From an optimization exercise on the open Yosys and OpenROAD flow, aimed at small area; shortcuts taken in it are not production practice. The RTL was checked by simulation tests, not by an equivalence proof against the original design. Power and IR drop assume default switching activity.

==> run B: inputs <==
==> flow/design.v <==
module PE_fa (input logic x, y, z, output logic s, co);
  assign s = x ^ y ^ z;
  assign co = (x & y) | (x & z) | (y & z);
endmodule
module PE_xor (input logic x, y, output logic s);
  assign s = x ^ y;
endmodule
module PE_nor (input logic x, y, output logic s);
  assign s = ~(x | y);
endmodule
module PE_ornb (input logic x, y, output logic s);
  assign s = x | ~y;
endmodule
module PE_x #(parameter INV = 0, COINV = 0) (
  input logic x, y, rst, rstn,
  output logic d
);
  if (COINV) begin : n
    assign d = ~(rstn & (x ^ y ^ INV[0]));
  end else begin : p
    assign d = ~rst & (x ^ y ^ INV[0]);
  end
endmodule
module PE #(parameter AR = 1, CINV = 0, COINV = 0) (
  input logic clk, rst, rstn, ld, hd,
  input logic [7:0] a_in, b_in, c_in,
  output logic [7:0] a, b, c
);
  logic [7:0] d, nc;
  logic p1, p2, p3, p4, p5, p6, p7, p8, p9, p10, p11, p12, p13, p14, p15, p16, p17, p18, p19, p20, p21, p22, p23, p24, p25, p26, p27, p28, p29, p30, p31, p32, p33, p34, p35, p36, f37, s38, k39, f40, s41, k42, s43, k44, f45, s46, k47, s48, k49, s50, k51, f52, s53, k54, s55, k56, s57, k58, s59, k60, f61, s62, k63, s64, k65, s66, k67, s68, k69, s70, k71, f72, s73, k74, s75, k76, s77, k78, s79, k80, s81, k82, s83, k84, f85, x86, x87, x88, x89, x90, x91, x92, x93, x94, x95, x96, x97, x98, x99;
  always_ff @(posedge clk) begin
    if (AR) a <= rst ? 8'd0 : a_in;
    else    a <= a_in;
    b <= ({8{ld}} & b_in) | ({8{hd}} & b);
    c <= d;
  end
  assign nc = CINV ? c_in : ~c_in;
  assign p1 = ~(a[0] & b[0]);
  assign p2 = ~(a[0] & b[1]);
  assign p3 = ~(a[1] & b[0]);
  assign p4 = ~(a[0] & b[2]);
  assign p5 = ~(a[1] & b[1]);
  assign p6 = ~(a[2] & b[0]);
  assign p7 = ~(a[0] & b[3]);
  assign p8 = ~(a[1] & b[2]);
  assign p9 = ~(a[2] & b[1]);
  assign p10 = ~(a[3] & b[0]);
  assign p11 = ~(a[0] & b[4]);
  assign p12 = ~(a[1] & b[3]);
  assign p13 = ~(a[2] & b[2]);
  assign p14 = ~(a[3] & b[1]);
  assign p15 = ~(a[4] & b[0]);
  assign p16 = ~(a[0] & b[5]);
  assign p17 = ~(a[1] & b[4]);
  assign p18 = ~(a[2] & b[3]);
  assign p19 = ~(a[3] & b[2]);
  assign p20 = ~(a[4] & b[1]);
  assign p21 = ~(a[5] & b[0]);
  assign p22 = ~(a[0] & b[6]);
  assign p23 = ~(a[1] & b[5]);
  assign p24 = ~(a[2] & b[4]);
  assign p25 = ~(a[3] & b[3]);
  assign p26 = ~(a[4] & b[2]);
  assign p27 = ~(a[5] & b[1]);
  assign p28 = ~(a[6] & b[0]);
  assign p29 = ~(a[0] & b[7]);
  assign p30 = ~(a[1] & b[6]);
  assign p31 = ~(a[2] & b[5]);
  assign p32 = ~(a[3] & b[4]);
  assign p33 = ~(a[4] & b[3]);
  assign p34 = ~(a[5] & b[2]);
  assign p35 = ~(a[6] & b[1]);
  assign p36 = ~(a[7] & b[0]);
  PE_x #(.INV(0), .COINV(COINV)) x0 (.x(nc[0]), .y(p1), .rst(rst), .rstn(rstn), .d(d[0]));
  PE_nor uf37 (.x(nc[0]), .y(p1), .s(f37));
  PE_fa f39 (.x(nc[1]), .y(p2), .z(p3), .s(s38), .co(k39));
  PE_x #(.INV(1), .COINV(COINV)) x1 (.x(s38), .y(f37), .rst(rst), .rstn(rstn), .d(d[1]));
  PE_ornb uf40 (.x(s38), .y(f37), .s(f40));
  PE_fa f42 (.x(nc[2]), .y(p4), .z(p5), .s(s41), .co(k42));
  PE_fa f44 (.x(p6), .y(k39), .z(s41), .s(s43), .co(k44));
  PE_x #(.INV(0), .COINV(COINV)) x2 (.x(s43), .y(f40), .rst(rst), .rstn(rstn), .d(d[2]));
  PE_nor uf45 (.x(s43), .y(f40), .s(f45));
  PE_fa f47 (.x(nc[3]), .y(p10), .z(p7), .s(s46), .co(k47));
  PE_fa f49 (.x(p8), .y(p9), .z(k42), .s(s48), .co(k49));
  PE_fa f51 (.x(s46), .y(k44), .z(s48), .s(s50), .co(k51));
  PE_x #(.INV(1), .COINV(COINV)) x3 (.x(s50), .y(f45), .rst(rst), .rstn(rstn), .d(d[3]));
  PE_ornb uf52 (.x(s50), .y(f45), .s(f52));
  PE_fa f54 (.x(nc[4]), .y(p11), .z(p12), .s(s53), .co(k54));
  PE_fa f56 (.x(p13), .y(p14), .z(p15), .s(s55), .co(k56));
  PE_fa f58 (.x(k47), .y(s53), .z(s55), .s(s57), .co(k58));
  PE_fa f60 (.x(k49), .y(s57), .z(k51), .s(s59), .co(k60));
  PE_x #(.INV(0), .COINV(COINV)) x4 (.x(s59), .y(f52), .rst(rst), .rstn(rstn), .d(d[4]));
  PE_nor uf61 (.x(s59), .y(f52), .s(f61));
  PE_fa f63 (.x(nc[5]), .y(p16), .z(p17), .s(s62), .co(k63));
  PE_fa f65 (.x(p18), .y(p19), .z(p20), .s(s64), .co(k65));
  PE_fa f67 (.x(p21), .y(k54), .z(k56), .s(s66), .co(k67));
  PE_fa f69 (.x(s62), .y(s64), .z(k58), .s(s68), .co(k69));
  PE_fa f71 (.x(s66), .y(s68), .z(k60), .s(s70), .co(k71));
  PE_x #(.INV(1), .COINV(COINV)) x5 (.x(s70), .y(f61), .rst(rst), .rstn(rstn), .d(d[5]));
  PE_ornb uf72 (.x(s70), .y(f61), .s(f72));
  PE_fa f74 (.x(nc[6]), .y(p22), .z(p23), .s(s73), .co(k74));
  PE_fa f76 (.x(p24), .y(p25), .z(p26), .s(s75), .co(k76));
  PE_fa f78 (.x(p27), .y(p28), .z(k63), .s(s77), .co(k78));
  PE_fa f80 (.x(k65), .y(s73), .z(s75), .s(s79), .co(k80));
  PE_fa f82 (.x(k67), .y(s77), .z(s79), .s(s81), .co(k82));
  PE_fa f84 (.x(k69), .y(s81), .z(k71), .s(s83), .co(k84));
  PE_x #(.INV(0), .COINV(COINV)) x6 (.x(s83), .y(f72), .rst(rst), .rstn(rstn), .d(d[6]));
  PE_nor uf85 (.x(s83), .y(f72), .s(f85));
  PE_xor ux86 (.x(nc[7]), .y(p29), .s(x86));
  PE_xor ux87 (.x(p30), .y(p31), .s(x87));
  PE_xor ux88 (.x(p32), .y(p33), .s(x88));
  PE_xor ux89 (.x(p34), .y(p35), .s(x89));
  PE_xor ux90 (.x(p36), .y(x86), .s(x90));
  PE_xor ux91 (.x(x87), .y(x88), .s(x91));
  PE_xor ux92 (.x(x89), .y(x90), .s(x92));
  PE_xor ux93 (.x(x91), .y(k74), .s(x93));
  PE_xor ux94 (.x(k76), .y(x92), .s(x94));
  PE_xor ux95 (.x(x93), .y(x94), .s(x95));
  PE_xor ux96 (.x(k78), .y(k80), .s(x96));
  PE_xor ux97 (.x(x95), .y(x96), .s(x97));
  PE_xor ux98 (.x(x97), .y(k82), .s(x98));
  PE_xor ux99 (.x(x98), .y(k84), .s(x99));
  PE_x #(.INV(1), .COINV(COINV)) x7 (.x(f85), .y(x99), .rst(rst), .rstn(rstn), .d(d[7]));
endmodule
module PEArray1 #(
    parameter W = 8,
    parameter N = 4
)(
    input logic clk, rst, stationaryCtrl,
    input logic [N-1:0][W-1:0] a_in,
    input logic [N-1:0][W-1:0] b_in,
    input logic [N-1:0][W-1:0] c_in,
    output logic [N-1:0][W-1:0] c_out
);
    logic [N-1:0][N-1:0][W-1:0] a, b, c;
    logic rstn, ld, hd;
    assign rstn = ~rst;
    assign ld = stationaryCtrl & ~rst;
    assign hd = ~stationaryCtrl & ~rst;
    genvar i, j;
    for (i = 0; i < N; i++) begin : row
        for (j = 0; j < N; j++) begin : col
            PE #(.AR(i + j <= 2), .CINV(j != 0), .COINV(j != N - 1)) pe (
                .clk(clk), .rst(rst), .rstn(rstn), .ld(ld), .hd(hd),
                .a_in(i == 0 ? a_in[j] : a[i == 0 ? 0 : i - 1][j]),
                .b_in(j == 0 ? b_in[i] : b[i][j == 0 ? 0 : j - 1]),
                .c_in(j == 0 ? c_in[i] : c[i][j == 0 ? 0 : j - 1]),
                .a(a[i][j]), .b(b[i][j]), .c(c[i][j]));
        end
        assign c_out[i] = c[i][N-1];
    end
endmodule
==> flow/run.sh <==
#!/bin/bash
# synth_recipe.tcl (not shown) runs the flow's synth.tcl, then flattens the netlist and writes it again
# the make line also repeats each setting of config.mk as NAME=value (left out here)
make -C /OpenROAD-flow-scripts/flow DESIGN_CONFIG=/design/flow/config.mk WORK_HOME=/design/flow/orfs CLKGATE_MAP_FILE= SYNTH_SCRIPT=/design/flow/synth_recipe.tcl finish
==> flow/config.mk <==
export PLATFORM = sky130hd
export DESIGN_NAME = PEArray1
export DESIGN_NICKNAME = PEArray1
export VERILOG_FILES = /design/flow/design.v
export SDC_FILE = /design/flow/constraint.sdc
export NUM_CORES = 4
export LEC_CHECK = 0
export CAP_MARGIN = 20
export CORE_MARGIN = 2
export CORE_UTILIZATION = 40
export SLEW_MARGIN = 20
export SYNTH_HIERARCHICAL = 1
export SYNTH_MINIMUM_KEEP_SIZE = 0
==> flow/constraint.sdc <==
create_clock -name core_clock -period 5.0 [get_ports {clk}]
set_input_delay 1.0000 -clock core_clock [delete_from_list [all_inputs] [get_ports {clk}]]
set_output_delay 1.0000 -clock core_clock [all_outputs]
set_load 0.01 [all_outputs]
==> run X (differences from run B) <==
==> flow/flow/run.sh (new file) <==
#!/bin/bash
set -euo pipefail
export BUFFER_PORTS_ARGS="-buffer_cell sky130_fd_sc_hd__buf_1"
export CTS_ARGS="-sink_clustering_enable -repair_clock_nets -dont_use_dummy_load -sink_clustering_size 10 -sink_clustering_max_diameter 50 -buf_list sky130_fd_sc_hd__clkbuf_4"
bash standard.sh > standard.log 2>&1
==> flow/standard.sh (new file) <==
#!/bin/bash
# synth_recipe.tcl (not shown) runs the flow's synth.tcl, then flattens the netlist and writes it again
# the make line also repeats each setting of config.mk as NAME=value (left out here)
make -C /OpenROAD-flow-scripts/flow DESIGN_CONFIG=/design/flow/config.mk WORK_HOME=/design/flow/orfs CLKGATE_MAP_FILE= SYNTH_SCRIPT=/design/flow/synth_recipe.tcl "${@:-finish}"
removed: flow/run.sh
==> run G (differences from run B) <==
==> flow/flow/run.sh (new file) <==
#!/bin/bash
set -euo pipefail
export BUFFER_PORTS_ARGS="-buffer_cell sky130_fd_sc_hd__buf_1"
export CTS_ARGS="-sink_clustering_enable -repair_clock_nets -dont_use_dummy_load -sink_clustering_size 9 -sink_clustering_max_diameter 40 -buf_list sky130_fd_sc_hd__clkbuf_4"
bash standard.sh > standard.log 2>&1
==> flow/standard.sh (new file) <==
#!/bin/bash
# synth_recipe.tcl (not shown) runs the flow's synth.tcl, then flattens the netlist and writes it again
# the make line also repeats each setting of config.mk as NAME=value (left out here)
make -C /OpenROAD-flow-scripts/flow DESIGN_CONFIG=/design/flow/config.mk WORK_HOME=/design/flow/orfs CLKGATE_MAP_FILE= SYNTH_SCRIPT=/design/flow/synth_recipe.tcl "${@:-finish}"
removed: flow/run.sh
==> comparison table <==
quantity	run G	run B	run X
Outcome	finished clean	finished clean	finished clean
Portion of total power attributed to combinational logic	13.4%	10.9%	13.8%
Post-detailed-placement cell area	0.0238 mm^2	0.0246 mm^2	0.0238 mm^2
Stages on worst setup path	10	11	10
P&R area growth vs syn	6.79%	14.9%	6.22%
Origin of the critical flop-to-flop path	row[1].col[0].pe.a[0]	row[1].col[1].pe.a[0]	row[1].col[0].pe.b[1]
Worst hold path cell count	1	0	1
Kind of critical path	flop to flop	input pin to flop	flop to flop
Root Driver	sky130_fd_sc_hd__clkbuf_4	sky130_fd_sc_hd__clkbuf_16	sky130_fd_sc_hd__clkbuf_4
Fraction of met1 tracks used by global routing	21.2%	21.6%	21.5%
Inst Count DP	2,993	2,991	2,993
Pre-CTS setup slack	0.611 ns	0.228 ns	0.611 ns
Final period demand of the worst path	3.97 ns	4.15 ns	3.98 ns
Wire length of the first global-routing pass	79,000 um	80,500 um	79,400 um

static timing again, ports no longer ideal:
In the flow no input, the clock included, has a driving cell. The finished layouts below were timed again as built, in two steps.
Step 1 assumes that a clkbuf_16 drives the clock port and a buf_2 every other input.
Step 2 times the ports against the registers' clock, not the clock port: input delays grow and output delays shrink by t, the midpoint of the rising clock arrivals with the driver on.
a / b / c = ideal ports / drivers / drivers and shift; a / b = the first two.
run | shift t [ns] | slack for setup (ns) | hold slack, ns | worst setup path after step 2
run B | 0.614 | 0.850 / 0.870 / 0.256 | 0.378 / 0.378 / 0.378 | input to register
run X | 0.826 | 1.017 / 1.017 / 0.664 | 0.285 / 0.259 / 0.378 | input to register
run G | 0.796 | 1.034 / 1.034 / 0.658 | 0.318 / 0.292 / 0.359 | input to register
After both steps every run listed still meets setup and hold. For run B, which loses most, drivers alone change the setup slack by +0.020 ns; drivers and shift together by -0.594 ns.
